This design comes from an exercise in tuning for small area and a short achievable clock period on the open sky130 flow, not from production work. The RTL was checked by simulation tests, not by an equivalence proof against the original design. No activity file was given, so power comes from the tool's default toggle rates.

`design/flow/design.v`:
```
module ternary_sum_nine #(
    parameter WIDTH = 32
) (
    input clk,
    input [WIDTH-1:0] i0,
    input [WIDTH-1:0] i1,
    input [WIDTH-1:0] i2,
    input [WIDTH-1:0] i3,
    input [WIDTH-1:0] i4,
    input [WIDTH-1:0] i5,
    input [WIDTH-1:0] i6,
    input [WIDTH-1:0] i7,
    input [WIDTH-1:0] i8,
    output [WIDTH+4-1:0] o
);
wire fs0, fc0;
wire hs0, hc0;
wire fs1, fc1;
wire fs2, fc2;
wire hs1, hc1;
wire fs3, fc3;
wire fs4, fc4;
wire fs5, fc5;
wire fs6, fc6;
wire fs7, fc7;
wire fs8, fc8;
wire fs9, fc9;
wire fs10, fc10;
wire fs11, fc11;
wire fs12, fc12;
wire fs13, fc13;
wire fs14, fc14;
wire fs15, fc15;
wire fs16, fc16;
wire fs17, fc17;
wire fs18, fc18;
wire fs19, fc19;
wire fs20, fc20;
wire fs21, fc21;
wire fs22, fc22;
wire fs23, fc23;
wire fs24, fc24;
wire fs25, fc25;
wire fs26, fc26;
wire fs27, fc27;
wire fs28, fc28;
wire fs29, fc29;
wire fs30, fc30;
wire fs31, fc31;
wire fs32, fc32;
wire fs33, fc33;
wire fs34, fc34;
wire fs35, fc35;
wire fs36, fc36;
wire fs37, fc37;
wire fs38, fc38;
wire fs39, fc39;
wire fs40, fc40;
wire fs41, fc41;
wire fs42, fc42;
wire fs43, fc43;
wire fs44, fc44;
wire fs45, fc45;
wire fs46, fc46;
wire fs47, fc47;
wire fs48, fc48;
wire fs49, fc49;
wire fs50, fc50;
wire fs51, fc51;
wire fs52, fc52;
wire fs53, fc53;
wire fs54, fc54;
wire fs55, fc55;
wire fs56, fc56;
wire fs57, fc57;
wire fs58, fc58;
wire fs59, fc59;
wire fs60, fc60;
wire fs61, fc61;
wire fs62, fc62;
wire fs63, fc63;
wire fs64, fc64;
wire fs65, fc65;
wire fs66, fc66;
wire fs67, fc67;
wire fs68, fc68;
wire fs69, fc69;
wire fs70, fc70;
wire fs71, fc71;
wire fs72, fc72;
wire fs73, fc73;
wire fs74, fc74;
wire fs75, fc75;
wire fs76, fc76;
wire fs77, fc77;
wire fs78, fc78;
wire fs79, fc79;
wire fs80, fc80;
wire fs81, fc81;
wire fs82, fc82;
wire fs83, fc83;
wire fs84, fc84;
wire fs85, fc85;
wire fs86, fc86;
wire fs87, fc87;
wire fs88, fc88;
wire fs89, fc89;
wire fs90, fc90;
wire fs91, fc91;
wire fs92, fc92;
wire fs93, fc93;
wire fs94, fc94;
wire hs2, hc2;
wire fs95, fc95;
wire fs96, fc96;
wire fs97, fc97;
wire fs98, fc98;
wire fs99, fc99;
wire fs100, fc100;
wire fs101, fc101;
wire fs102, fc102;
wire fs103, fc103;
wire fs104, fc104;
wire fs105, fc105;
wire fs106, fc106;
wire fs107, fc107;
wire fs108, fc108;
wire fs109, fc109;
wire fs110, fc110;
wire fs111, fc111;
wire fs112, fc112;
wire fs113, fc113;
wire fs114, fc114;
wire fs115, fc115;
wire fs116, fc116;
wire fs117, fc117;
wire fs118, fc118;
wire fs119, fc119;
wire fs120, fc120;
wire fs121, fc121;
wire fs122, fc122;
wire fs123, fc123;
wire fs124, fc124;
wire fs125, fc125;
wire fs126, fc126;
wire fs127, fc127;
wire fs128, fc128;
wire fs129, fc129;
wire fs130, fc130;
wire fs131, fc131;
wire fs132, fc132;
wire fs133, fc133;
wire fs134, fc134;
wire fs135, fc135;
wire fs136, fc136;
wire fs137, fc137;
wire fs138, fc138;
wire fs139, fc139;
wire fs140, fc140;
wire fs141, fc141;
wire fs142, fc142;
wire fs143, fc143;
wire fs144, fc144;
wire fs145, fc145;
wire fs146, fc146;
wire fs147, fc147;
wire fs148, fc148;
wire fs149, fc149;
wire fs150, fc150;
wire fs151, fc151;
wire fs152, fc152;
wire fs153, fc153;
wire fs154, fc154;
wire hs3, hc3;
wire hs4, hc4;
wire fs155, fc155;
wire fs156, fc156;
wire fs157, fc157;
wire fs158, fc158;
wire fs159, fc159;
wire fs160, fc160;
wire fs161, fc161;
wire fs162, fc162;
wire fs163, fc163;
wire fs164, fc164;
wire fs165, fc165;
wire fs166, fc166;
wire fs167, fc167;
wire fs168, fc168;
wire fs169, fc169;
wire fs170, fc170;
wire fs171, fc171;
wire fs172, fc172;
wire fs173, fc173;
wire fs174, fc174;
wire fs175, fc175;
wire fs176, fc176;
wire fs177, fc177;
wire fs178, fc178;
wire fs179, fc179;
wire fs180, fc180;
wire fs181, fc181;
wire fs182, fc182;
wire fs183, fc183;
wire fs184, fc184;
wire fs185, fc185;
wire fs186, fc186;
reg r1_c0_0;
reg r1_c0_1;
reg r1_c0_2;
reg r1_c1_0;
reg r1_c1_1;
reg r1_c1_2;
reg r1_c2_0;
reg r1_c2_1;
reg r1_c2_2;
reg r1_c3_0;
reg r1_c3_1;
reg r1_c3_2;
reg r1_c4_0;
reg r1_c4_1;
reg r1_c4_2;
reg r1_c5_0;
reg r1_c5_1;
reg r1_c5_2;
reg r1_c6_0;
reg r1_c6_1;
reg r1_c6_2;
reg r1_c7_0;
reg r1_c7_1;
reg r1_c7_2;
reg r1_c8_0;
reg r1_c8_1;
reg r1_c8_2;
reg r1_c9_0;
reg r1_c9_1;
reg r1_c9_2;
reg r1_c10_0;
reg r1_c10_1;
reg r1_c10_2;
reg r1_c11_0;
reg r1_c11_1;
reg r1_c11_2;
reg r1_c12_0;
reg r1_c12_1;
reg r1_c12_2;
reg r1_c13_0;
reg r1_c13_1;
reg r1_c13_2;
reg r1_c14_0;
reg r1_c14_1;
reg r1_c14_2;
reg r1_c15_0;
reg r1_c15_1;
reg r1_c15_2;
reg r1_c16_0;
reg r1_c16_1;
reg r1_c16_2;
reg r1_c17_0;
reg r1_c17_1;
reg r1_c17_2;
reg r1_c18_0;
reg r1_c18_1;
reg r1_c18_2;
reg r1_c19_0;
reg r1_c19_1;
reg r1_c19_2;
reg r1_c20_0;
reg r1_c20_1;
reg r1_c20_2;
reg r1_c21_0;
reg r1_c21_1;
reg r1_c21_2;
reg r1_c22_0;
reg r1_c22_1;
reg r1_c22_2;
reg r1_c23_0;
reg r1_c23_1;
reg r1_c23_2;
reg r1_c24_0;
reg r1_c24_1;
reg r1_c24_2;
reg r1_c25_0;
reg r1_c25_1;
reg r1_c25_2;
reg r1_c26_0;
reg r1_c26_1;
reg r1_c26_2;
reg r1_c27_0;
reg r1_c27_1;
reg r1_c27_2;
reg r1_c28_0;
reg r1_c28_1;
reg r1_c28_2;
reg r1_c29_0;
reg r1_c29_1;
reg r1_c29_2;
reg r1_c30_0;
reg r1_c30_1;
reg r1_c30_2;
reg r1_c31_0;
reg r1_c31_1;
reg r1_c31_2;
reg r1_c32_0;
reg r1_c32_1;
reg r1_c32_2;
reg r1_c33_0;
reg r1_c33_1;
wire hs5, hc5;
wire fs187, fc187;
wire fs188, fc188;
wire fs189, fc189;
wire fs190, fc190;
wire fs191, fc191;
wire fs192, fc192;
wire fs193, fc193;
wire fs194, fc194;
wire fs195, fc195;
wire fs196, fc196;
wire fs197, fc197;
wire fs198, fc198;
wire fs199, fc199;
wire fs200, fc200;
wire fs201, fc201;
wire fs202, fc202;
wire fs203, fc203;
wire fs204, fc204;
wire fs205, fc205;
wire fs206, fc206;
wire fs207, fc207;
wire fs208, fc208;
wire fs209, fc209;
wire fs210, fc210;
wire fs211, fc211;
wire fs212, fc212;
wire fs213, fc213;
wire fs214, fc214;
wire fs215, fc215;
wire fs216, fc216;
wire fs217, fc217;
wire fs218, fc218;
wire hs6, hc6;
wire [35:0] row_a, row_b;
reg [35:0] o_r;
assign {fc0, fs0} = i0[0] + i1[0] + i2[0];
assign hs0 = i3[0] ^ i4[0];
assign hc0 = i3[0] & i4[0];
assign {fc1, fs1} = i0[1] + i1[1] + i2[1];
assign {fc2, fs2} = i3[1] + i4[1] + i5[1];
assign hs1 = i6[1] ^ i7[1];
assign hc1 = i6[1] & i7[1];
assign {fc3, fs3} = i0[2] + i1[2] + i2[2];
assign {fc4, fs4} = i3[2] + i4[2] + i5[2];
assign {fc5, fs5} = i6[2] + i7[2] + i8[2];
assign {fc6, fs6} = i0[3] + i1[3] + i2[3];
assign {fc7, fs7} = i3[3] + i4[3] + i5[3];
assign {fc8, fs8} = i6[3] + i7[3] + i8[3];
assign {fc9, fs9} = i0[4] + i1[4] + i2[4];
assign {fc10, fs10} = i3[4] + i4[4] + i5[4];
assign {fc11, fs11} = i6[4] + i7[4] + i8[4];
assign {fc12, fs12} = i0[5] + i1[5] + i2[5];
assign {fc13, fs13} = i3[5] + i4[5] + i5[5];
assign {fc14, fs14} = i6[5] + i7[5] + i8[5];
assign {fc15, fs15} = i0[6] + i1[6] + i2[6];
assign {fc16, fs16} = i3[6] + i4[6] + i5[6];
assign {fc17, fs17} = i6[6] + i7[6] + i8[6];
assign {fc18, fs18} = i0[7] + i1[7] + i2[7];
assign {fc19, fs19} = i3[7] + i4[7] + i5[7];
assign {fc20, fs20} = i6[7] + i7[7] + i8[7];
assign {fc21, fs21} = i0[8] + i1[8] + i2[8];
assign {fc22, fs22} = i3[8] + i4[8] + i5[8];
assign {fc23, fs23} = i6[8] + i7[8] + i8[8];
assign {fc24, fs24} = i0[9] + i1[9] + i2[9];
assign {fc25, fs25} = i3[9] + i4[9] + i5[9];
assign {fc26, fs26} = i6[9] + i7[9] + i8[9];
assign {fc27, fs27} = i0[10] + i1[10] + i2[10];
assign {fc28, fs28} = i3[10] + i4[10] + i5[10];
assign {fc29, fs29} = i6[10] + i7[10] + i8[10];
assign {fc30, fs30} = i0[11] + i1[11] + i2[11];
assign {fc31, fs31} = i3[11] + i4[11] + i5[11];
assign {fc32, fs32} = i6[11] + i7[11] + i8[11];
assign {fc33, fs33} = i0[12] + i1[12] + i2[12];
assign {fc34, fs34} = i3[12] + i4[12] + i5[12];
assign {fc35, fs35} = i6[12] + i7[12] + i8[12];
assign {fc36, fs36} = i0[13] + i1[13] + i2[13];
assign {fc37, fs37} = i3[13] + i4[13] + i5[13];
assign {fc38, fs38} = i6[13] + i7[13] + i8[13];
assign {fc39, fs39} = i0[14] + i1[14] + i2[14];
assign {fc40, fs40} = i3[14] + i4[14] + i5[14];
assign {fc41, fs41} = i6[14] + i7[14] + i8[14];
assign {fc42, fs42} = i0[15] + i1[15] + i2[15];
assign {fc43, fs43} = i3[15] + i4[15] + i5[15];
assign {fc44, fs44} = i6[15] + i7[15] + i8[15];
assign {fc45, fs45} = i0[16] + i1[16] + i2[16];
assign {fc46, fs46} = i3[16] + i4[16] + i5[16];
assign {fc47, fs47} = i6[16] + i7[16] + i8[16];
assign {fc48, fs48} = i0[17] + i1[17] + i2[17];
assign {fc49, fs49} = i3[17] + i4[17] + i5[17];
assign {fc50, fs50} = i6[17] + i7[17] + i8[17];
assign {fc51, fs51} = i0[18] + i1[18] + i2[18];
assign {fc52, fs52} = i3[18] + i4[18] + i5[18];
assign {fc53, fs53} = i6[18] + i7[18] + i8[18];
assign {fc54, fs54} = i0[19] + i1[19] + i2[19];
assign {fc55, fs55} = i3[19] + i4[19] + i5[19];
assign {fc56, fs56} = i6[19] + i7[19] + i8[19];
assign {fc57, fs57} = i0[20] + i1[20] + i2[20];
assign {fc58, fs58} = i3[20] + i4[20] + i5[20];
assign {fc59, fs59} = i6[20] + i7[20] + i8[20];
assign {fc60, fs60} = i0[21] + i1[21] + i2[21];
assign {fc61, fs61} = i3[21] + i4[21] + i5[21];
assign {fc62, fs62} = i6[21] + i7[21] + i8[21];
assign {fc63, fs63} = i0[22] + i1[22] + i2[22];
assign {fc64, fs64} = i3[22] + i4[22] + i5[22];
assign {fc65, fs65} = i6[22] + i7[22] + i8[22];
assign {fc66, fs66} = i0[23] + i1[23] + i2[23];
assign {fc67, fs67} = i3[23] + i4[23] + i5[23];
assign {fc68, fs68} = i6[23] + i7[23] + i8[23];
assign {fc69, fs69} = i0[24] + i1[24] + i2[24];
assign {fc70, fs70} = i3[24] + i4[24] + i5[24];
assign {fc71, fs71} = i6[24] + i7[24] + i8[24];
assign {fc72, fs72} = i0[25] + i1[25] + i2[25];
assign {fc73, fs73} = i3[25] + i4[25] + i5[25];
assign {fc74, fs74} = i6[25] + i7[25] + i8[25];
assign {fc75, fs75} = i0[26] + i1[26] + i2[26];
assign {fc76, fs76} = i3[26] + i4[26] + i5[26];
assign {fc77, fs77} = i6[26] + i7[26] + i8[26];
assign {fc78, fs78} = i0[27] + i1[27] + i2[27];
assign {fc79, fs79} = i3[27] + i4[27] + i5[27];
assign {fc80, fs80} = i6[27] + i7[27] + i8[27];
assign {fc81, fs81} = i0[28] + i1[28] + i2[28];
assign {fc82, fs82} = i3[28] + i4[28] + i5[28];
assign {fc83, fs83} = i6[28] + i7[28] + i8[28];
assign {fc84, fs84} = i0[29] + i1[29] + i2[29];
assign {fc85, fs85} = i3[29] + i4[29] + i5[29];
assign {fc86, fs86} = i6[29] + i7[29] + i8[29];
assign {fc87, fs87} = i0[30] + i1[30] + i2[30];
assign {fc88, fs88} = i3[30] + i4[30] + i5[30];
assign {fc89, fs89} = i6[30] + i7[30] + i8[30];
assign {fc90, fs90} = i0[31] + i1[31] + i2[31];
assign {fc91, fs91} = i3[31] + i4[31] + i5[31];
assign {fc92, fs92} = i6[31] + i7[31] + i8[31];
assign {fc93, fs93} = fs0 + hs0 + i5[0];
assign {fc94, fs94} = fs1 + fs2 + hs1;
assign hs2 = i8[1] ^ fc0;
assign hc2 = i8[1] & fc0;
assign {fc95, fs95} = fs3 + fs4 + fs5;
assign {fc96, fs96} = fc1 + fc2 + hc1;
assign {fc97, fs97} = fs6 + fs7 + fs8;
assign {fc98, fs98} = fc3 + fc4 + fc5;
assign {fc99, fs99} = fs9 + fs10 + fs11;
assign {fc100, fs100} = fc6 + fc7 + fc8;
assign {fc101, fs101} = fs12 + fs13 + fs14;
assign {fc102, fs102} = fc9 + fc10 + fc11;
assign {fc103, fs103} = fs15 + fs16 + fs17;
assign {fc104, fs104} = fc12 + fc13 + fc14;
assign {fc105, fs105} = fs18 + fs19 + fs20;
assign {fc106, fs106} = fc15 + fc16 + fc17;
assign {fc107, fs107} = fs21 + fs22 + fs23;
assign {fc108, fs108} = fc18 + fc19 + fc20;
assign {fc109, fs109} = fs24 + fs25 + fs26;
assign {fc110, fs110} = fc21 + fc22 + fc23;
assign {fc111, fs111} = fs27 + fs28 + fs29;
assign {fc112, fs112} = fc24 + fc25 + fc26;
assign {fc113, fs113} = fs30 + fs31 + fs32;
assign {fc114, fs114} = fc27 + fc28 + fc29;
assign {fc115, fs115} = fs33 + fs34 + fs35;
assign {fc116, fs116} = fc30 + fc31 + fc32;
assign {fc117, fs117} = fs36 + fs37 + fs38;
assign {fc118, fs118} = fc33 + fc34 + fc35;
assign {fc119, fs119} = fs39 + fs40 + fs41;
assign {fc120, fs120} = fc36 + fc37 + fc38;
assign {fc121, fs121} = fs42 + fs43 + fs44;
assign {fc122, fs122} = fc39 + fc40 + fc41;
assign {fc123, fs123} = fs45 + fs46 + fs47;
assign {fc124, fs124} = fc42 + fc43 + fc44;
assign {fc125, fs125} = fs48 + fs49 + fs50;
assign {fc126, fs126} = fc45 + fc46 + fc47;
assign {fc127, fs127} = fs51 + fs52 + fs53;
assign {fc128, fs128} = fc48 + fc49 + fc50;
assign {fc129, fs129} = fs54 + fs55 + fs56;
assign {fc130, fs130} = fc51 + fc52 + fc53;
assign {fc131, fs131} = fs57 + fs58 + fs59;
assign {fc132, fs132} = fc54 + fc55 + fc56;
assign {fc133, fs133} = fs60 + fs61 + fs62;
assign {fc134, fs134} = fc57 + fc58 + fc59;
assign {fc135, fs135} = fs63 + fs64 + fs65;
assign {fc136, fs136} = fc60 + fc61 + fc62;
assign {fc137, fs137} = fs66 + fs67 + fs68;
assign {fc138, fs138} = fc63 + fc64 + fc65;
assign {fc139, fs139} = fs69 + fs70 + fs71;
assign {fc140, fs140} = fc66 + fc67 + fc68;
assign {fc141, fs141} = fs72 + fs73 + fs74;
assign {fc142, fs142} = fc69 + fc70 + fc71;
assign {fc143, fs143} = fs75 + fs76 + fs77;
assign {fc144, fs144} = fc72 + fc73 + fc74;
assign {fc145, fs145} = fs78 + fs79 + fs80;
assign {fc146, fs146} = fc75 + fc76 + fc77;
assign {fc147, fs147} = fs81 + fs82 + fs83;
assign {fc148, fs148} = fc78 + fc79 + fc80;
assign {fc149, fs149} = fs84 + fs85 + fs86;
assign {fc150, fs150} = fc81 + fc82 + fc83;
assign {fc151, fs151} = fs87 + fs88 + fs89;
assign {fc152, fs152} = fc84 + fc85 + fc86;
assign {fc153, fs153} = fs90 + fs91 + fs92;
assign {fc154, fs154} = fc87 + fc88 + fc89;
assign hs3 = fc90 ^ fc91;
assign hc3 = fc90 & fc91;
assign hs4 = fs93 ^ i6[0];
assign hc4 = fs93 & i6[0];
assign {fc155, fs155} = fs94 + hs2 + hc0;
assign {fc156, fs156} = fs95 + fs96 + fc94;
assign {fc157, fs157} = fs97 + fs98 + fc95;
assign {fc158, fs158} = fs99 + fs100 + fc97;
assign {fc159, fs159} = fs101 + fs102 + fc99;
assign {fc160, fs160} = fs103 + fs104 + fc101;
assign {fc161, fs161} = fs105 + fs106 + fc103;
assign {fc162, fs162} = fs107 + fs108 + fc105;
assign {fc163, fs163} = fs109 + fs110 + fc107;
assign {fc164, fs164} = fs111 + fs112 + fc109;
assign {fc165, fs165} = fs113 + fs114 + fc111;
assign {fc166, fs166} = fs115 + fs116 + fc113;
assign {fc167, fs167} = fs117 + fs118 + fc115;
assign {fc168, fs168} = fs119 + fs120 + fc117;
assign {fc169, fs169} = fs121 + fs122 + fc119;
assign {fc170, fs170} = fs123 + fs124 + fc121;
assign {fc171, fs171} = fs125 + fs126 + fc123;
assign {fc172, fs172} = fs127 + fs128 + fc125;
assign {fc173, fs173} = fs129 + fs130 + fc127;
assign {fc174, fs174} = fs131 + fs132 + fc129;
assign {fc175, fs175} = fs133 + fs134 + fc131;
assign {fc176, fs176} = fs135 + fs136 + fc133;
assign {fc177, fs177} = fs137 + fs138 + fc135;
assign {fc178, fs178} = fs139 + fs140 + fc137;
assign {fc179, fs179} = fs141 + fs142 + fc139;
assign {fc180, fs180} = fs143 + fs144 + fc141;
assign {fc181, fs181} = fs145 + fs146 + fc143;
assign {fc182, fs182} = fs147 + fs148 + fc145;
assign {fc183, fs183} = fs149 + fs150 + fc147;
assign {fc184, fs184} = fs151 + fs152 + fc149;
assign {fc185, fs185} = fs153 + fs154 + fc151;
assign {fc186, fs186} = hs3 + fc92 + fc153;
assign hs5 = r1_c0_0 ^ r1_c0_1;
assign hc5 = r1_c0_0 & r1_c0_1;
assign {fc187, fs187} = r1_c1_0 + r1_c1_1 + r1_c1_2;
assign {fc188, fs188} = r1_c2_0 + r1_c2_1 + r1_c2_2;
assign {fc189, fs189} = r1_c3_0 + r1_c3_1 + r1_c3_2;
assign {fc190, fs190} = r1_c4_0 + r1_c4_1 + r1_c4_2;
assign {fc191, fs191} = r1_c5_0 + r1_c5_1 + r1_c5_2;
assign {fc192, fs192} = r1_c6_0 + r1_c6_1 + r1_c6_2;
assign {fc193, fs193} = r1_c7_0 + r1_c7_1 + r1_c7_2;
assign {fc194, fs194} = r1_c8_0 + r1_c8_1 + r1_c8_2;
assign {fc195, fs195} = r1_c9_0 + r1_c9_1 + r1_c9_2;
assign {fc196, fs196} = r1_c10_0 + r1_c10_1 + r1_c10_2;
assign {fc197, fs197} = r1_c11_0 + r1_c11_1 + r1_c11_2;
assign {fc198, fs198} = r1_c12_0 + r1_c12_1 + r1_c12_2;
assign {fc199, fs199} = r1_c13_0 + r1_c13_1 + r1_c13_2;
assign {fc200, fs200} = r1_c14_0 + r1_c14_1 + r1_c14_2;
assign {fc201, fs201} = r1_c15_0 + r1_c15_1 + r1_c15_2;
assign {fc202, fs202} = r1_c16_0 + r1_c16_1 + r1_c16_2;
assign {fc203, fs203} = r1_c17_0 + r1_c17_1 + r1_c17_2;
assign {fc204, fs204} = r1_c18_0 + r1_c18_1 + r1_c18_2;
assign {fc205, fs205} = r1_c19_0 + r1_c19_1 + r1_c19_2;
assign {fc206, fs206} = r1_c20_0 + r1_c20_1 + r1_c20_2;
assign {fc207, fs207} = r1_c21_0 + r1_c21_1 + r1_c21_2;
assign {fc208, fs208} = r1_c22_0 + r1_c22_1 + r1_c22_2;
assign {fc209, fs209} = r1_c23_0 + r1_c23_1 + r1_c23_2;
assign {fc210, fs210} = r1_c24_0 + r1_c24_1 + r1_c24_2;
assign {fc211, fs211} = r1_c25_0 + r1_c25_1 + r1_c25_2;
assign {fc212, fs212} = r1_c26_0 + r1_c26_1 + r1_c26_2;
assign {fc213, fs213} = r1_c27_0 + r1_c27_1 + r1_c27_2;
assign {fc214, fs214} = r1_c28_0 + r1_c28_1 + r1_c28_2;
assign {fc215, fs215} = r1_c29_0 + r1_c29_1 + r1_c29_2;
assign {fc216, fs216} = r1_c30_0 + r1_c30_1 + r1_c30_2;
assign {fc217, fs217} = r1_c31_0 + r1_c31_1 + r1_c31_2;
assign {fc218, fs218} = r1_c32_0 + r1_c32_1 + r1_c32_2;
assign hs6 = r1_c33_0 ^ r1_c33_1;
assign hc6 = r1_c33_0 & r1_c33_1;
assign row_a = {1'b0, hc6, hs6, fs218, fs217, fs216, fs215, fs214, fs213, fs212, fs211, fs210, fs209, fs208, fs207, fs206, fs205, fs204, fs203, fs202, fs201, fs200, fs199, fs198, fs197, fs196, fs195, fs194, fs193, fs192, fs191, fs190, fs189, fs188, fs187, hs5};
assign row_b = {1'b0, 1'b0, fc218, fc217, fc216, fc215, fc214, fc213, fc212, fc211, fc210, fc209, fc208, fc207, fc206, fc205, fc204, fc203, fc202, fc201, fc200, fc199, fc198, fc197, fc196, fc195, fc194, fc193, fc192, fc191, fc190, fc189, fc188, fc187, hc5, r1_c0_2};
always @(posedge clk) begin
    r1_c0_0 <= hs4;
    r1_c0_1 <= i7[0];
    r1_c0_2 <= i8[0];
    r1_c1_0 <= fs155;
    r1_c1_1 <= fc93;
    r1_c1_2 <= hc4;
    r1_c2_0 <= fs156;
    r1_c2_1 <= hc2;
    r1_c2_2 <= fc155;
    r1_c3_0 <= fs157;
    r1_c3_1 <= fc96;
    r1_c3_2 <= fc156;
    r1_c4_0 <= fs158;
    r1_c4_1 <= fc98;
    r1_c4_2 <= fc157;
    r1_c5_0 <= fs159;
    r1_c5_1 <= fc100;
    r1_c5_2 <= fc158;
    r1_c6_0 <= fs160;
    r1_c6_1 <= fc102;
    r1_c6_2 <= fc159;
    r1_c7_0 <= fs161;
    r1_c7_1 <= fc104;
    r1_c7_2 <= fc160;
    r1_c8_0 <= fs162;
    r1_c8_1 <= fc106;
    r1_c8_2 <= fc161;
    r1_c9_0 <= fs163;
    r1_c9_1 <= fc108;
    r1_c9_2 <= fc162;
    r1_c10_0 <= fs164;
    r1_c10_1 <= fc110;
    r1_c10_2 <= fc163;
    r1_c11_0 <= fs165;
    r1_c11_1 <= fc112;
    r1_c11_2 <= fc164;
    r1_c12_0 <= fs166;
    r1_c12_1 <= fc114;
    r1_c12_2 <= fc165;
    r1_c13_0 <= fs167;
    r1_c13_1 <= fc116;
    r1_c13_2 <= fc166;
    r1_c14_0 <= fs168;
    r1_c14_1 <= fc118;
    r1_c14_2 <= fc167;
    r1_c15_0 <= fs169;
    r1_c15_1 <= fc120;
    r1_c15_2 <= fc168;
    r1_c16_0 <= fs170;
    r1_c16_1 <= fc122;
    r1_c16_2 <= fc169;
    r1_c17_0 <= fs171;
    r1_c17_1 <= fc124;
    r1_c17_2 <= fc170;
    r1_c18_0 <= fs172;
    r1_c18_1 <= fc126;
    r1_c18_2 <= fc171;
    r1_c19_0 <= fs173;
    r1_c19_1 <= fc128;
    r1_c19_2 <= fc172;
    r1_c20_0 <= fs174;
    r1_c20_1 <= fc130;
    r1_c20_2 <= fc173;
    r1_c21_0 <= fs175;
    r1_c21_1 <= fc132;
    r1_c21_2 <= fc174;
    r1_c22_0 <= fs176;
    r1_c22_1 <= fc134;
    r1_c22_2 <= fc175;
    r1_c23_0 <= fs177;
    r1_c23_1 <= fc136;
    r1_c23_2 <= fc176;
    r1_c24_0 <= fs178;
    r1_c24_1 <= fc138;
    r1_c24_2 <= fc177;
    r1_c25_0 <= fs179;
    r1_c25_1 <= fc140;
    r1_c25_2 <= fc178;
    r1_c26_0 <= fs180;
    r1_c26_1 <= fc142;
    r1_c26_2 <= fc179;
    r1_c27_0 <= fs181;
    r1_c27_1 <= fc144;
    r1_c27_2 <= fc180;
    r1_c28_0 <= fs182;
    r1_c28_1 <= fc146;
    r1_c28_2 <= fc181;
    r1_c29_0 <= fs183;
    r1_c29_1 <= fc148;
    r1_c29_2 <= fc182;
    r1_c30_0 <= fs184;
    r1_c30_1 <= fc150;
    r1_c30_2 <= fc183;
    r1_c31_0 <= fs185;
    r1_c31_1 <= fc152;
    r1_c31_2 <= fc184;
    r1_c32_0 <= fs186;
    r1_c32_1 <= fc154;
    r1_c32_2 <= fc185;
    r1_c33_0 <= hc3;
    r1_c33_1 <= fc186;
    o_r <= row_a + row_b;
end
assign o = o_r;
endmodule
```
`design/flow/flow/run.sh`:
```
#!/bin/bash
set -e
export BUFFER_PORTS_ARGS="-buffer_cell sky130_fd_sc_hd__buf_1"
bash standard.sh > standard.log 2>&1
```
`design/flow/standard.sh`:
```
#!/bin/bash
# synth_recipe.tcl (not shown) runs the flow's synth.tcl, then flattens the netlist and writes it again
# the make line also repeats each setting of config.mk as NAME=value (left out here)
make -C /OpenROAD-flow-scripts/flow DESIGN_CONFIG=/design/flow/config.mk WORK_HOME=/design/flow/orfs CLKGATE_MAP_FILE= SYNTH_SCRIPT=/design/flow/synth_recipe.tcl "${@:-finish}"
```
`design/flow/config.mk`:
```
export PLATFORM = sky130hd
export DESIGN_NAME = ternary_sum_nine
export DESIGN_NICKNAME = ternary_sum_nine
export VERILOG_FILES = /design/flow/design.v
export SDC_FILE = /design/flow/constraint.sdc
export NUM_CORES = 4
export LEC_CHECK = 0
export ABC_CLOCK_PERIOD_IN_PS = 2000
export CAP_MARGIN = 20
export CORE_MARGIN = 2
export CORE_UTILIZATION = 40
export SETUP_SLACK_MARGIN = 3.3
export SLEW_MARGIN = 20
```
`design/flow/constraint.sdc`:
```
create_clock -name core_clock -period 5.5 [get_ports {clk}]
set_input_delay 1.1000 -clock core_clock [delete_from_list [all_inputs] [get_ports {clk}]]
set_output_delay 1.1000 -clock core_clock [all_outputs]
set_load 0.01 [all_outputs]
```
==> flow_metrics.env, run 1 <==
export IMPL_status="finished clean"
export IMPL_fin_skew_ps=16.5
export IMPL_p_clk_frac=0.110
export IMPL_routedWlPerCell_um=14.9
export IMPL_first_global_vias=7002
export IMPL_ctsLongestPathBuffers=2
export IMPL_grt_max_degree=17
export IMPL_hp_class="flop to flop"
export IMPL_drtIter0Drc=139
export IMPL_yosys_area_share_simple=0.0461
export IMPL_vias=6239
export IMPL_overflow=0
export IMPL_worst_pin_slew_ps=419
export IMPL_yosys_warnings=1
export IMPL_synthCells=661
export IMPL_drv_cap=0
export IMPL_worst_ep_required_time_ps=5790
export IMPL_startpoint_type="flop"
export IMPL_synth_top_area_share=0.475
export IMPL_r2r_start="r1_c1_0"
export IMPL_final_cell_area_um2=12900
export IMPL_io_pins=325
export IMPL_ys_seq_elements=137
export IMPL_netlist_area_um2=9280
export IMPL_min_period_over_period=0.500
export IMPL_hold_ws_ps=474
export IMPL_regMostFlops="o_r"
export IMPL_reg2reg_depth=9
export IMPL_p_sw_mw=4.31
export IMPL_ys_seq_area_frac=0.296
export IMPL_slew_limit_headroom=0.721
export IMPL_arrival_ps=3040
export IMPL_power_total_mw=10.0
export IMPL_finalNonFillerCells=1319
export IMPL_p_leak_nw=4.96
export IMPL_start_util=0.409
export IMPL_hpwl_um=16200
export IMPL_grt_usage=0.169
export IMPL_synth_distinct_cells=50
export IMPL_htreeDepth=4
export IMPL_muxShareOfSynthArea=0.00108
export IMPL_vdd_ir_drop_max_uv=360
export IMPL_place_congestion=0.775
export IMPL_antenna_cells=0
export IMPL_slowest_stage="fa_1"
export IMPL_areaGrowthSynthToFinish_pct=38.7
export IMPL_avgSynthCellArea_um2=14.0
export IMPL_synthArstFlopShare=0
export IMPL_antenna_found_initial=0
export IMPL_hold_viol=0
export IMPL_regToRegSetupSlack_ps=2750
export IMPL_grt_pass1_wl_um=32300
export IMPL_synth_compound_area_share=0.0835
export IMPL_synth_xor_area_frac=0.0293
export IMPL_dp_cells=1258
export IMPL_min_to="o_r[0]"
export IMPL_critical_path_class="flop to flop"
export IMPL_rows=55
export IMPL_rsz0062_at_grt="yes"
export IMPL_report_final_slew_viol_count=0
export IMPL_r2r_end="o_r[28]"
export IMPL_path_delay_family="compound AO/OA/AOI/OAI gates"
export IMPL_cts_buffers=17
export IMPL_finalSetupViolations=0
export IMPL_worstPathMaxFanout=4
export IMPL_tritoncts="yes"
export IMPL_p_sw_frac=0.430
export IMPL_dieHeight_um=156
export IMPL_synthesis_nets=1211
export IMPL_ant_nets=0
export IMPL_ys_top_cells_by_area="fa_1 (47%), dfxtp_1 (30%), ha_1 (5.5%), a21o_1 (2.0%), a21oi_1 (1.8%)"
export IMPL_die_area_um2=24400
export IMPL_clock_latency_ps=420
export IMPL_finalCriticalPeriod_ps=2750
export IMPL_layout_nets=1573
export IMPL_drc=0
export IMPL_synth_edf_count=0
export IMPL_holdPathStages=1
export IMPL_pwr_share_comb=0.723
export IMPL_fmax_mhz=364
export IMPL_p_per_area_nw_per_um2=779
export IMPL_cts_root_buf="clkbuf_16"
export IMPL_fin_setup_tns_ps=0
export IMPL_coreArea_um2=22700
export IMPL_synth_fa_ha_area_frac=0.530
export IMPL_synth_top_family_by_area="adder cells"
export IMPL_yosys_top_cells_count="fa_1 (220), dfxtp_1 (137), ha_1 (41), a21oi_1 (34), a21o_1 (25)"
export IMPL_intPower_mw=5.71
export IMPL_die_w_um=156
export IMPL_path_cells="fa_1 > fa_2 > a21o_1 > a221oi_4 > o21ai_4 > and3_4 > o31ai_4 > o31ai_2 > xor2_1"
export IMPL_drt_total_wl_um=19700
export IMPL_p_seq_frac=0.167
export IMPL_yosysTopAreaCell="fa_1"
export IMPL_synth_main_ff_cell="dfxtp_1"
export IMPL_largest_reg_flops=36
export IMPL_fillCellCount=1932
export IMPL_worst_slack_ps=2750
export IMPL_clkTransAtPathRegs_ps=60
export IMPL_io_buffers=324
export IMPL_final_core_util=0.567
export IMPL_cp_buffers_inverters=0
export IMPL_clock_sinks=137
export IMPL_endpoint_kind="flop"
export IMPL_place_ws_ps=2440
export IMPL_hold_start="r1_c0_2"
export IMPL_avgViaCountPerCell=4.73
export IMPL_place_area_um2=11000
export IMPL_drive_above_1_share=0.270
export IMPL_firstDrtPassIters=4
export IMPL_slowest_delay_ps=520
export IMPL_yosysMostFrequentCell="fa_1"
-- cells in the final DEF, fill, tap and decap left out, drive strengths merged, types with 3 or more instances in the layout --
cell | netlist | layout
o21bai | 7 | 7
a31oi | 6 | 6
a21oi | 34 | 34
and4 | 4 | 4
buf | 3 | 350
ha | 41 | 41
o21ai | 12 | 12
nand2 | 22 | 22
dfxtp | 137 | 137
nor3 | 6 | 6
clkbuf | 9 | 23
o311ai | 3 | 3
nor2 | 18 | 18
a21o | 26 | 26
clkinv | 0 | 8
o31ai | 3 | 3
o21a | 4 | 4
nand3 | 10 | 10
inv | 23 | 24
and3 | 7 | 7
xnor2 | 19 | 19
xor2 | 12 | 12
nand4 | 9 | 9
fa | 220 | 220
-- routing by layer --
layer	GRT usage	wire length, um	up-vias
li1	-	-	2944
met1	0.204	7650	3071
met2	0.296	10500	206
met3	0.0485	1330	18
met4	0.0472	265	0
met5	0	0	-
-- how the worst max path moves through the flow --
stage / end / cells after the start / startpoint
finish: o_r[28] / 9 / r1_c1_0
global route: o_r[28] / 9 / r1_c1_0
CTS: o_r[28] / 9 / r1_c1_0
detailed placement: o_r[29] / 9 / r1_c15_2
global placement: o_r[29] / 9 / r1_c15_2
floorplan: r1_c11_0 / 3 / i0[11]
-- timing repair --
action	in CTS	in global routing
hold buffers	0	0
gates cloned	0	0
setup endpoints to repair	92	94
setup buffers	21	10
resized for setup	158	123
pin swaps	133	91
endpoints found under the hold margin	0	0
-- logic make-up (layout without fill, tap and decap cells) --
| kind of cell | Yosys count | count (layout) |
|---|---|---|
| muxes | 1 | 1 |
| adders and majority gates | 261 | 261 |
| xor gates and xnor gates | 31 | 31 |
| DFF | 137 | 137 |
| AOI/OAI and AO/OA | 112 | 112 |
| buffers and inverters | 35 | 408 |
| and+or+nand+nor | 84 | 84 |
-- power groups by stage --
stage                     combinational (mW)  sequential, mW  clock, mW
after floorplan                         4.19            1.74          0
final                                   7.25            1.67       1.10
after detailed placement                5.47            1.70          0
after CTS                               6.84            1.68       1.13
after global routing                    8.05            1.73       1.18
after global placement                  5.41            1.69          0
-- cell type report --
class / count / area [um2] / share of cell area
Clock inverter: 12 / 128 / 0.00992
Timing Repair Buffer: 355 / 1880 / 0.146
Multi-Input combinational cell: 489 / 7230 / 0.562
Sequential cell: 137 / 2750 / 0.213
Inverter: 23 / 93.8 / 0.00729
Clock buffer: 18 / 439 / 0.0341
Tap cell: 285 / 357 / 0.0277
==> run 2: changes to the inputs <==
--- a/design/flow/config.mk
+++ b/design/flow/config.mk
@@ -6,8 +6,6 @@
 export NUM_CORES = 4
 export LEC_CHECK = 0
-export ABC_CLOCK_PERIOD_IN_PS = 2000
 export CAP_MARGIN = 20
 export CORE_MARGIN = 2
 export CORE_UTILIZATION = 40
-export SETUP_SLACK_MARGIN = 3.3
 export SLEW_MARGIN = 20
==> flow_metrics.env, run 2 <==
export IMPL_status="finished clean"
export IMPL_areaGrowthSynthToFinish_pct=22.8
export IMPL_final_common_cell="buf_1"
export IMPL_final_cell_area_um2=11400
export IMPL_yosys_top_cells_count="fa_1 (220), dfxtp_1 (137), ha_1 (41), a21oi_1 (34), a21o_1 (25)"
export IMPL_hpwl_um=16600
export IMPL_arrival_ps=3240
export IMPL_drtIter0Drc=165
export IMPL_post_cts_resized=0
export IMPL_layout_nets=1542
export IMPL_final_core_util=0.502
export IMPL_final_cell_mix="buf_1 (324), fa_1 (220), dfxtp_1 (137), ha_1 (41), a21oi_1 (34)"
export IMPL_io_pins=325
export IMPL_worst_ep_required_time_ps=5780
export IMPL_ys_seq_elements=137
export IMPL_slew_limit_headroom=0.697
export IMPL_grt_max_degree=17
export IMPL_fmax_mhz=338
export IMPL_worstPathMaxFanout=4
export IMPL_die_w_um=156
export IMPL_holdPathStages=1
export IMPL_place_congestion=0.793
export IMPL_drt_total_wl_um=18900
export IMPL_vias=6056
export IMPL_yosys_warnings=1
export IMPL_finalCriticalPeriod_ps=2960
export IMPL_htreeDepth=4
export IMPL_grt_pass1_wl_um=31600
export IMPL_place_area_um2=10800
export IMPL_grt_usage=0.166
export IMPL_ys_top_cells_by_area="fa_1 (47%), dfxtp_1 (30%), ha_1 (5.5%), a21o_1 (2.0%), a21oi_1 (1.8%)"
export IMPL_die_area_um2=24400
export IMPL_regMostFlops="o_r"
export IMPL_power_total_mw=7.90
export IMPL_avgViaCountPerCell=4.69
export IMPL_synth_distinct_cells=50
export IMPL_antenna_found_initial=0
export IMPL_drv_cap=0
export IMPL_finalNonFillerCells=1290
export IMPL_hp_class="flop to flop"
export IMPL_worst_pin_slew_ps=453
export IMPL_tritoncts="yes"
export IMPL_io_buffers=324
export IMPL_ys_seq_area_frac=0.296
export IMPL_startpoint_type="flop"
export IMPL_yosysTopAreaCell="fa_1"
export IMPL_path_cells="fa_1 > fa_1 > a21o_1 > a221oi_2 > o21ai_2 > and3_4 > o31ai_4 > o31ai_1 > xor2_1"
export IMPL_worst_slack_ps=2540
export IMPL_cts_root_buf="clkbuf_16"
export IMPL_netlist_area_um2=9280
export IMPL_clock_sinks=137
export IMPL_fin_setup_tns_ps=0
export IMPL_dp_cells=1258
export IMPL_routedWlPerCell_um=14.6
export IMPL_synthesis_nets=1211
export IMPL_ctsLongestPathBuffers=2
export IMPL_place_ws_ps=2520
export IMPL_fin_skew_ps=9.49
export IMPL_yosysMostFrequentCell="fa_1"
export IMPL_rows=55
export IMPL_hold_viol=0
export IMPL_synth_top_area_share=0.475
export IMPL_slowest_stage="fa_1"
export IMPL_rsz0062_at_grt="no"
export IMPL_avgSynthCellArea_um2=14.0
export IMPL_firstDrtPassIters=4
export IMPL_antenna_cells=0
export IMPL_largest_reg_flops=36
export IMPL_critical_path_class="flop to flop"
export IMPL_cts_buffers=17
export IMPL_synthCells=661
export IMPL_hold_ws_ps=476
export IMPL_synth_main_ff_cell="dfxtp_1"
export IMPL_dieHeight_um=156
export IMPL_ant_nets=0
export IMPL_start_util=0.409
export IMPL_reg2reg_depth=9
export IMPL_drc=0
export IMPL_finalSetupViolations=0
export IMPL_clkTransAtPathRegs_ps=60
export IMPL_drive_above_1_share=0.0418
export IMPL_ctsHoldBuffers=0
export IMPL_vdd_ir_drop_max_uv=253
export IMPL_min_period_over_period=0.538
export IMPL_report_final_slew_viol_count=0
export IMPL_first_global_vias=6839
export IMPL_cp_common_cell="fa_1"
export IMPL_coreArea_um2=22700
export IMPL_regToRegSetupSlack_ps=2540
export IMPL_slowest_delay_ps=520
export IMPL_p_leak_nw=4.52
export IMPL_post_cts_setup_buffers=0
export IMPL_clock_latency_ps=410
export IMPL_endpoint_kind="flop"
export IMPL_p_per_area_nw_per_um2=694
export IMPL_overflow=0
export IMPL_synth_edf_count=0
export IMPL_synthArstFlopShare=0
-- run 2: cell counts after synthesis --
Identical to the previous run, type by type.
-- run 2: worst paths after layout --
check | from | endpoint
worst max-delay path | r1_c1_0 | o_r[28]
worst min-delay path | r1_c0_2 | o_r[0]
worst max register to register | r1_c1_0 | o_r[28]
worst min register to register | r1_c0_2 | o_r[0]
-- run 2: kinds of logic (layout without fill, tap and decap cells) --
logic type               Yosys count  count (layout)  synth area share
AND/OR/NAND/NOR                   84              84            0.0461
AO/OA/AOI/OAI                    112             112            0.0835
multiplexers                       1               1           0.00108
XOR/XNOR                          31              31            0.0293
buffers and inverters             35             379            0.0146
adder cells (fa/ha/maj)          261             261             0.530
flip-flops                       137             137             0.296
-- run 2: final cells by class --
cell class                      count  area [um2]
Clock inverter                     11         120
Inverter                           23        86.3
Multi-Input combinational cell    489        6400
Fill cell                        2080       11300
Sequential cell                   137        2740
Tap cell                          285         357
Clock buffer                       21         470
Timing Repair Buffer              324        1220
-- run 2: per-layer routing --
metal	wire length (um)	track usage	vias to the layer above
li1	-	-	2886
met1	7640	0.207	2920
met2	9520	0.287	229
met3	1340	0.0374	21
met4	388	0.0520	0
met5	0	0	-
-- run 2: where the power goes --
| part | switching, mW | internal (mW) |
|---|---|---|
| logic | 2.92 | 2.18 |
| clock network | 0.420 | 0.702 |
| registers | 0.187 | 1.50 |
| total | 3.53 | 4.37 |
-- run 2: critical path, delay by kind of cell (launching register included) --
kind,cells,cell delay (ps)
adders and majority gates,2,970
and+or+nand+nor,1,210
DFF,1,310
xor gates and xnor gates,1,160
AOI/OAI and AO/OA,5,1180
==> run 3: changes to the inputs <==
--- a/design/flow/config.mk
+++ b/design/flow/config.mk
@@ -6,6 +6,7 @@
 export NUM_CORES = 4
 export LEC_CHECK = 0
+export ABC_AREA = 1
 export CAP_MARGIN = 20
 export CORE_MARGIN = 2
-export CORE_UTILIZATION = 40
+export CORE_UTILIZATION = 60
 export SLEW_MARGIN = 20
==> flow_metrics.env, run 3 <==
export IMPL_status="finished clean"
export IMPL_vdd_ir_drop_max_uv=363
export IMPL_ys_seq_elements=137
export IMPL_p_leak_nw=5.10
export IMPL_areaGrowthSynthToFinish_pct=21.4
export IMPL_antenna_found_initial=0
export IMPL_hp_class="flop to flop"
export IMPL_overflow=0
export IMPL_synth_top_area_share=0.457
export IMPL_coreArea_um2=15800
export IMPL_finalCriticalPeriod_ps=2480
export IMPL_worst_ep_required_time_ps=5790
export IMPL_hold_start="r1_c0_2"
export IMPL_netlist_area_um2=9640
export IMPL_synth_distinct_cells=23
export IMPL_grt_pass1_wl_um=31500
export IMPL_fin_skew_ps=9.35
export IMPL_min_to="o_r[0]"
export IMPL_firstDrtPassIters=4
export IMPL_clock_latency_ps=420
export IMPL_drv_cap=0
export IMPL_rsz0062_at_grt="no"
export IMPL_clock_sinks=137
export IMPL_layout_nets=1743
export IMPL_slew_limit_headroom=0.740
export IMPL_post_cts_resized=0
export IMPL_fillCellCount=1173
export IMPL_io_buffers=324
export IMPL_largest_reg_flops=36
export IMPL_drc=0
export IMPL_synthArstFlopShare=0
export IMPL_ctsHoldBuffers=0
export IMPL_drtIter0Drc=162
export IMPL_dieHeight_um=131
export IMPL_regToRegSetupSlack_ps=3090
export IMPL_grt_usage=0.241
export IMPL_report_final_slew_viol_count=0
export IMPL_avgViaCountPerCell=4.78
export IMPL_worst_pin_slew_ps=385
export IMPL_clkTransAtPathRegs_ps=50
export IMPL_io_pins=325
export IMPL_critical_path_class="input pin to flop"
export IMPL_die_w_um=131
export IMPL_cts_buffers=17
export IMPL_synth_main_ff_cell="dfxtp_1"
export IMPL_yosysMostFrequentCell="fa_1"
export IMPL_final_common_cell="buf_1"
export IMPL_ys_top_cells_by_area="fa_1 (46%), dfxtp_1 (28%), nand2_1 (6.9%), ha_1 (5.3%), inv_1 (3.9%)"
export IMPL_r2r_start="r1_c1_0"
export IMPL_hold_viol=0
export IMPL_first_global_vias=7200
export IMPL_vias=6789
export IMPL_place_ws_ps=2580
export IMPL_arrival_ps=2770
export IMPL_synthCells=850
export IMPL_cts_root_buf="clkbuf_16"
export IMPL_startpoint_type="input pin"
export IMPL_die_area_um2=17100
export IMPL_avgSynthCellArea_um2=11.3
export IMPL_regMostFlops="o_r"
export IMPL_reg2reg_depth=12
export IMPL_grt_max_degree=17
export IMPL_synth_edf_count=0
export IMPL_ctsLongestPathBuffers=2
export IMPL_r2r_end="o_r[30]"
export IMPL_fmax_mhz=404
export IMPL_yosys_top_cells_count="fa_1 (220), nand2_1 (178), dfxtp_1 (137), inv_1 (101), nor2_1 (43)"
export IMPL_rows=46
export IMPL_fin_setup_tns_ps=0
export IMPL_post_cts_setup_buffers=0
export IMPL_finalSetupViolations=0
export IMPL_worstPathMaxFanout=1
export IMPL_drt_total_wl_um=19000
export IMPL_antenna_cells=0
export IMPL_holdPathStages=1
export IMPL_hpwl_um=16900
export IMPL_start_util=0.611
export IMPL_final_cell_mix="buf_1 (324), fa_1 (220), nand2_1 (178), dfxtp_1 (137), inv_1 (101)"
export IMPL_yosys_warnings=1
export IMPL_yosysTopAreaCell="fa_1"
export IMPL_p_per_area_nw_per_um2=675
export IMPL_power_total_mw=7.90
export IMPL_routedWlPerCell_um=13.4
export IMPL_endpoint_kind="flop"
export IMPL_drive_above_1_share=0.0382
export IMPL_synthesis_nets=1400
export IMPL_place_congestion=0.866
export IMPL_htreeDepth=4
export IMPL_worst_slack_ps=3020
export IMPL_tritoncts="yes"
export IMPL_ant_nets=0
export IMPL_min_period_over_period=0.450
export IMPL_ys_seq_area_frac=0.284
## run 3: power by group
part	internal [mW]	switching (mW)
registers	1.49	0.188
clock network	0.706	0.395
logic	1.90	3.23
total	4.09	3.81
## run 3: layout make-up
class / instances / area [um2] / area share
clock buffers: 22 / 484 / 0.0414
clock inverters: 8 / 95.1 / 0.00812
inverters: 101 / 379 / 0.0324
multi-input cells: 612 / 6520 / 0.557
flip-flops and latches: 137 / 2740 / 0.234
well taps: 216 / 270 / 0.0231
repair buffers: 324 / 1220 / 0.104
## run 3: stage by stage
step / hold WS (ps) / std cells / util / instance area [um2]
floorplan: 432 / 850 / - / 9640
global route: 482 / 1420 / 0.742 / 11700
detailed placement: 456 / 1390 / 0.706 / 11100
global placement: 442 / 1390 / 0.706 / 11100
CTS: 472 / 1420 / 0.742 / 11700
finish: 464 / 1420 / 0.742 / 11700
## run 3: worst max-delay path by stage
stage / start / endpoint / slack (ps) / cells past startpoint
2_1_floorplan: i0[1] / r1_c1_0 / 2710 / 5
3_3_place_gp: i0[31] / r1_c31_0 / 2610 / 6
3_5_place_dp: i0[1] / r1_c1_0 / 2580 / 6
4_1_cts: i0[31] / r1_c31_0 / 3030 / 6
5_1_grt: r1_c4_0 / o_r[31] / 2860 / 12
6_report: i0[1] / r1_c1_0 / 3020 / 6
## run 3: cells by family after synthesis
family,synth area share
adders and majority gates,0.510
DFF,0.284
buffers and inverters,0.0393
xor gates and xnor gates,0.0154
and+or+nand+nor,0.115
AOI/OAI and AO/OA,0.0358
## run 3: critical path, cell delays in order
cell	delay, ps
buf_1	70
inv_1	50
fa_1	530
inv_1	50
fa_1	550
fa_1	410
## run 3: routing by layer
layer  GRT usage  part of all wire  vias up
met2       0.443              0.54      210
met1       0.288              0.39     3247
met3      0.0533             0.059       21
met5           0                 0        -
li1            -                 -     3311
met4      0.0613             0.010        0
==> run 4: changes to the inputs <==
--- a/design/flow/config.mk
+++ b/design/flow/config.mk
@@ -10,3 +10,4 @@
 export CORE_MARGIN = 2
 export CORE_UTILIZATION = 60
+export SETUP_SLACK_MARGIN = 3.0
 export SLEW_MARGIN = 20
==> flow_metrics.env, run 4 <==
export IMPL_die_area_um2=17100
export IMPL_drt_total_wl_um=18600
export IMPL_yosys_warnings=1
export IMPL_ys_seq_area_frac=0.284
export IMPL_synth_main_ff_cell="dfxtp_1"
export IMPL_rows=46
export IMPL_critical_path_class="input pin to flop"
export IMPL_synth_top_area_share=0.457
export IMPL_worst_ep_required_time_ps=5800
export IMPL_htreeDepth=4
export IMPL_critPathLaunch="i0[12]"
export IMPL_grt_pass1_wl_um=31000
export IMPL_r2r_start="r1_c1_0"
export IMPL_clock_latency_ps=420
export IMPL_hp_class="flop to flop"
export IMPL_antenna_cells=0
export IMPL_synth_compound_area_share=0.0358
export IMPL_drive_above_1_share=0.0390
export IMPL_muxShareOfSynthArea=0
export IMPL_dieHeight_um=131
export IMPL_regMostFlops="o_r"
export IMPL_clkTransAtPathRegs_ps=60
export IMPL_antenna_found_initial=0
export IMPL_worstPathMaxFanout=1
export IMPL_fmax_mhz=410
export IMPL_finalCriticalPeriod_ps=2440
export IMPL_drc=0
export IMPL_vdd_ir_drop_max_uv=361
export IMPL_ant_nets=0
export IMPL_yosys_area_share_simple=0.115
export IMPL_firstDrtPassIters=4
export IMPL_fin_skew_ps=8.15
export IMPL_startpoint_type="input pin"
export IMPL_coreArea_um2=15800
export IMPL_drtIter0Drc=185
export IMPL_hpwl_um=16500
export IMPL_dr_wl_met2_um=9750
export IMPL_io_pins=325
export IMPL_ys_top_cells_by_area="fa_1 (46%), dfxtp_1 (28%), nand2_1 (6.9%), ha_1 (5.3%), inv_1 (3.9%)"
export IMPL_tritoncts="yes"
export IMPL_endpoint="r1_c12_0"
export IMPL_avgSynthCellArea_um2=11.3
export IMPL_areaGrowthSynthToFinish_pct=21.0
export IMPL_arrival_ps=2740
export IMPL_worst_pin_slew_ps=366
export IMPL_start_util=0.611
export IMPL_fin_setup_tns_ps=0
export IMPL_netlist_area_um2=9640
export IMPL_p_per_area_nw_per_um2=670
export IMPL_p_leak_nw=5.08
export IMPL_wl_met1_um=7370
export IMPL_place_congestion=0.882
export IMPL_synth_top_family_by_area="adder cells"
export IMPL_yosysTopAreaCell="fa_1"
export IMPL_yosysMostFrequentCell="fa_1"
export IMPL_avgViaCountPerCell=4.78
export IMPL_ctsLongestPathBuffers=2
export IMPL_yosys_top_cells_count="fa_1 (220), nand2_1 (178), dfxtp_1 (137), inv_1 (101), nor2_1 (43)"
export IMPL_final_common_cell="buf_1"
export IMPL_grt_max_degree=17
export IMPL_cts_buffers=17
export IMPL_hold_viol=0
export IMPL_synth_fa_ha_area_frac=0.510
export IMPL_slew_limit_headroom=0.753
export IMPL_final_core_util=0.740
export IMPL_vias=6798
export IMPL_synthCells=850
export IMPL_first_global_vias=7187
export IMPL_die_w_um=131
export IMPL_rsz0062_at_grt="yes"
export IMPL_endpoint_kind="flop"
export IMPL_synth_edf_count=0
export IMPL_dr_wl_met3_um=1160
export IMPL_reg2reg_depth=12
export IMPL_synth_xor_area_frac=0.0154
export IMPL_synth_distinct_cells=23
export IMPL_largest_reg_flops=36
export IMPL_routedWlPerCell_um=13.1
export IMPL_regToRegSetupSlack_ps=3160
export IMPL_layout_nets=1743
export IMPL_overflow=0
export IMPL_grt_usage=0.235
export IMPL_synthArstFlopShare=0
export IMPL_final_cell_mix="buf_1 (323), fa_1 (219), nand2_1 (178), dfxtp_1 (137), inv_1 (99)"
export IMPL_dr_max_layer_used="met4"
export IMPL_cts_root_buf="clkbuf_16"
export IMPL_ctsHoldBuffers=0
export IMPL_drv_cap=0
export IMPL_finalSetupViolations=0
export IMPL_r2r_end="o_r[30]"
export IMPL_status="finished clean"
export IMPL_synthesis_nets=1400
export IMPL_min_period_over_period=0.444
export IMPL_io_buffers=324
export IMPL_report_final_slew_viol_count=0
export IMPL_clock_sinks=137
export IMPL_ys_seq_elements=137
==> run 4: cell counts after synthesis <==
No cell type changed its count.
==> run 4: layer usage <==
layer,track usage,vias to the layer above
met2,0.423,205
met1,0.289,3256
met3,0.0428,27
met5,0,-
li1,-,3310
met4,0.0745,0
==> run 4: kinds of logic after synthesis <==
group                      after synthesis
AOI/OAI and AO/OA                       66
xor gates and xnor gates                17
adders and majority gates              261
buffers and inverters                  101
DFF                                    137
and+or+nand+nor                        268
==> run 4: worst min path at each step <==
stage                     slack (ps)      to  depth (start not counted)  startpoint
final                            480  o_r[0]                          1     r1_c0_2
after global routing             510  o_r[0]                          1     r1_c0_2
after CTS                        490  o_r[0]                          1     r1_c0_2
after detailed placement         470  o_r[0]                          1     r1_c0_2
after global placement           440  o_r[0]                          1     r1_c0_2
after floorplan                  430  o_r[0]                          1     r1_c0_2
==> run 4: final cells by class <==
| cell class | instances | area [um2] |
|---|---|---|
| well taps | 216 | 270 |
| flip-flops and latches | 137 | 2740 |
| multi-input cells | 612 | 6530 |
| repair buffers | 324 | 1220 |
| clock buffers | 23 | 448 |
| inverters | 101 | 387 |
| clock inverters | 8 | 75.1 |
| fillers | 1170 | 4100 |
==> run 4: critical path, cell delays in order <==
cell and delay, ps:
buf_1 100, fa_1 520, fa_1 600, fa_1 420
==> run 4: timing repair <==
action	in CTS	in global routing
hold endpoints to repair	0	0
setup buffers	0	0
resized for setup	0	3
setup endpoints to repair	0	9
==> run 4: where the power goes <==
part           internal (mW)  switching, mW
combinational           1.91           3.23
clock                  0.616          0.401
sequential              1.49          0.188
==> run 4: per-stage QoR <==
step / hold WS [ps] / power (mW) / instances / cell area (um2) / worst slack (ps)
CTS: 488 / 7.90 / 1421 / 11700 / 3010
detailed placement: 472 / 6.81 / 1390 / 11100 / 2570
finish: 480 / 7.82 / 1421 / 11700 / 3060
global placement: 439 / 6.72 / 1390 / 11100 / 2580
global route: 510 / 8.74 / 1421 / 11700 / 2990
floorplan: 432 / 5.43 / 850 / 9650 / 2810
==> run 5: changes to the inputs <==
--- a/design/flow/config.mk
+++ b/design/flow/config.mk
@@ -10,4 +10,5 @@
 export CORE_MARGIN = 2
 export CORE_UTILIZATION = 60
+export CTS_BUF_LIST = sky130_fd_sc_hd__clkbuf_4
 export SETUP_SLACK_MARGIN = 3.0
 export SLEW_MARGIN = 20
==> flow_metrics.env, run 5 <==
export IMPL_synthArstFlopShare=0
export IMPL_finalCriticalPeriod_ps=2380
export IMPL_die_area_um2=17100
export IMPL_netlist_area_um2=9640
export IMPL_die_w_um=131
export IMPL_grt_max_degree=17
export IMPL_regToRegSetupSlack_ps=3150
export IMPL_endpoint_kind="flop"
export IMPL_critical_path_class="input pin to flop"
export IMPL_report_final_slew_viol_count=0
export IMPL_synth_edf_count=0
export IMPL_avgViaCountPerCell=4.74
export IMPL_ys_top_cells_by_area="fa_1 (46%), dfxtp_1 (28%), nand2_1 (6.9%), ha_1 (5.3%), inv_1 (3.9%)"
export IMPL_hold_viol=0
export IMPL_synth_main_ff_cell="dfxtp_1"
export IMPL_clkTransAtPathRegs_ps=110
export IMPL_synthCells=850
export IMPL_cp_buffers_inverters=3
export IMPL_p_leak_nw=4.96
export IMPL_path_delay_family="adder cells"
export IMPL_min_to="o_r[0]"
export IMPL_yosysTopAreaCell="fa_1"
export IMPL_p_clk_frac=0.080
export IMPL_fillCellCount=1217
export IMPL_hpwl_um=16500
export IMPL_use_met3=0.0468
export IMPL_fin_setup_tns_ps=0
export IMPL_yosysMostFrequentCell="fa_1"
export IMPL_overflow=0
export IMPL_final_common_cell="buf_1"
export IMPL_r2r_start="r1_c13_0"
export IMPL_hold_start="r1_c0_2"
export IMPL_start_util=0.611
export IMPL_pwr_share_comb=0.694
export IMPL_reg2reg_depth=10
export IMPL_largest_reg_flops=36
export IMPL_holdPathStages=1
export IMPL_coreArea_um2=15800
export IMPL_path_cells="buf_1 > inv_8 > fa_1 > inv_1 > fa_1 > fa_1"
export IMPL_r2r_end="o_r[30]"
export IMPL_synth_distinct_cells=23
export IMPL_tritoncts="yes"
export IMPL_finalSetupViolations=0
export IMPL_htreeDepth=4
export IMPL_drtIter0Drc=220
export IMPL_drt_total_wl_um=18100
export IMPL_cts_buffers=17
export IMPL_p_sw_mw=3.72
export IMPL_status="finished clean"
export IMPL_clock_sinks=137
export IMPL_fmax_mhz=420
export IMPL_ctsLongestPathBuffers=2
export IMPL_grt_use_met2=0.416
export IMPL_grt_met1_usage=0.284
export IMPL_slew_limit_headroom=0.752
export IMPL_multi_input_area_um2=6530
export IMPL_drive_above_1_share=0.0432
export IMPL_rows=46
export IMPL_rsz0062_at_grt="yes"
export IMPL_cp_common_cell="fa_1"
export IMPL_post_cts_resized=0
export IMPL_dieHeight_um=131
export IMPL_min_period_over_period=0.433
export IMPL_ys_seq_elements=137
export IMPL_final_cell_mix="buf_1 (324), fa_1 (219), nand2_1 (178), dfxtp_1 (137), inv_1 (99)"
export IMPL_regArea_um2=2740
export IMPL_arrival_ps=2800
export IMPL_critPathLaunch="i2[31]"
export IMPL_post_cts_setup_buffers=0
export IMPL_slowest_stage="fa_1"
export IMPL_vias=6736
export IMPL_vdd_ir_drop_max_uv=278
export IMPL_regMostFlops="o_r"
export IMPL_intPower_mw=3.63
export IMPL_p_sw_frac=0.506
export IMPL_drv_cap=0
export IMPL_cts_root_buf="clkbuf_4"
export IMPL_slowest_delay_ps=520
export IMPL_clock_latency_ps=530
export IMPL_ant_nets=0
export IMPL_synth_top_area_share=0.457
export IMPL_worstPathMaxFanout=1
export IMPL_synthesis_nets=1400
export IMPL_top_usage_layer="met2"
export IMPL_hp_class="flop to flop"
export IMPL_layout_nets=1743
export IMPL_fin_skew_ps=17.8
export IMPL_p_seq_frac=0.226
export IMPL_avgSynthCellArea_um2=11.3
export IMPL_ys_seq_area_frac=0.284
export IMPL_routedWlPerCell_um=12.8
export IMPL_antenna_cells=0
export IMPL_startpoint_type="input pin"
export IMPL_grt_usage=0.230
export IMPL_worst_pin_slew_ps=367
export IMPL_yosys_top_cells_count="fa_1 (220), nand2_1 (178), dfxtp_1 (137), inv_1 (101), nor2_1 (43)"
export IMPL_areaGrowthSynthToFinish_pct=18.1
export IMPL_worst_ep_required_time_ps=5910
export IMPL_io_pins=325
export IMPL_p_per_area_nw_per_um2=646
export IMPL_antenna_found_initial=0
export IMPL_yosys_warnings=1
export IMPL_hold_ws_ps=496
export IMPL_ctsHoldBuffers=0
export IMPL_place_congestion=0.882
export IMPL_grt_pass1_wl_um=30400
export IMPL_drc=0
export IMPL_firstDrtPassIters=4
export IMPL_io_buffers=324
export IMPL_first_global_vias=7092
## run 5: kinds of logic (layout without fill, tap and decap cells)
logic type	count (synthesis)	after routing	synth area share
and+or+nand+nor	268	268	0.115
DFF	137	137	0.284
xor gates and xnor gates	17	17	0.0154
buffers and inverters	101	456	0.0393
AOI/OAI and AO/OA	66	66	0.0358
adders and majority gates	261	261	0.510
## run 5: worst max-delay path by stage
stage / cells after the start / endpoint / slack (ps)
2_1_floorplan: 3 / r1_c11_0 / 2810
3_3_place_gp: 6 / r1_c31_0 / 2580
3_5_place_dp: 6 / r1_c31_0 / 2570
4_1_cts: 12 / o_r[30] / 3110
5_1_grt: 10 / o_r[30] / 2980
6_report: 6 / r1_c31_0 / 3120
## run 5: worst register-to-register path: stages (launching register included)
cell	delay [ps]
dfxtp_1	350
fa_1	500
ha_1	350
a21oi_1	220
o21ai_0	180
a21oi_1	150
nand2_1	190
nand2_1	140
nand2_1	60
nand2_1	60
nand2_1	50
## run 5: final cells by class
| class | instances | share of cell area |
|---|---|---|
| tap | 216 | 0.0237 |
| sequential | 137 | 0.241 |
| clock buffer | 23 | 0.0152 |
| multi-input combinational | 612 | 0.573 |
| clock inverter | 8 | 0.00659 |
| inverter | 101 | 0.0339 |
| timing repair buffer | 324 | 0.107 |
## run 5: power by group through the flow
stage | sequential, mW | clock [mW] | combinational (mW)
floorplan | 1.73 | 0 | 3.70
global placement | 1.68 | 0 | 5.04
detailed placement | 1.69 | 0 | 5.12
CTS | 1.67 | 0.611 | 5.15
global route | 1.71 | 0.656 | 5.91
finish | 1.66 | 0.591 | 5.10
## run 5: per-layer routing
layer / wire (um) / up-vias
met1: 7320 / 3211
met5: 0 / -
met4: 236 / 0
met3: 1090 / 17
met2: 9500 / 199
li1: - / 3309
## run 5: metrics by stage
stage | total power, mW | utilization | worst slack (ps) | cells | instance area (um2)
detailed placement | 6.81 | 0.706 | 2570 | 1390 | 11100
global placement | 6.72 | 0.706 | 2580 | 1390 | 11100
finish | 7.35 | 0.722 | 3120 | 1421 | 11400
floorplan | 5.43 | - | 2810 | 850 | 9650
global route | 8.28 | 0.722 | 2980 | 1421 | 11400
CTS | 7.44 | 0.722 | 3110 | 1421 | 11400

## afterwards: timing with drivers on the ports
No port has a modelled driver above. Below, the same layouts with a new extraction and two added sets of constraints.
Step 1 sets driving cells, clkbuf_16 on the clock port and buf_2 on the other inputs (assumed; they add their load-dependent delay and slew).
Step 2, shift: input delay + t, output delay - t, t = (earliest + latest rising clock arrival at the registers) / 2. This alone moves slack from input paths to output paths.
Three values: ideal, step 1, step 2; two values: the first two.
run	t (ns)	setup WS [ns]	hold slack, ns	slew at the worst register clock pin (ns)	worst data-port slew with drivers (ns)
run 1	0.460	2.751 / 2.751 / 2.569	0.474 / 0.474 / 0.474	0.06 / 0.06	0.06
run 2	0.451	2.539 / 2.539 / 2.529	0.476 / 0.476 / 0.476	0.06 / 0.06	0.06
run 3	0.455	3.024 / 3.039 / 2.584	0.464 / 0.464 / 0.464	0.06 / 0.06	0.04
run 4	0.452	3.059 / 3.076 / 2.624	0.480 / 0.480 / 0.480	0.06 / 0.06	0.05
run 5	0.557	3.117 / 3.129 / 2.572	0.496 / 0.496 / 0.496	0.12 / 0.12	0.05
After both steps setup and hold are still met in every run listed. The setup slack of run 5, which loses most, moves by +0.012 ns with the drivers and by -0.545 ns with both steps.
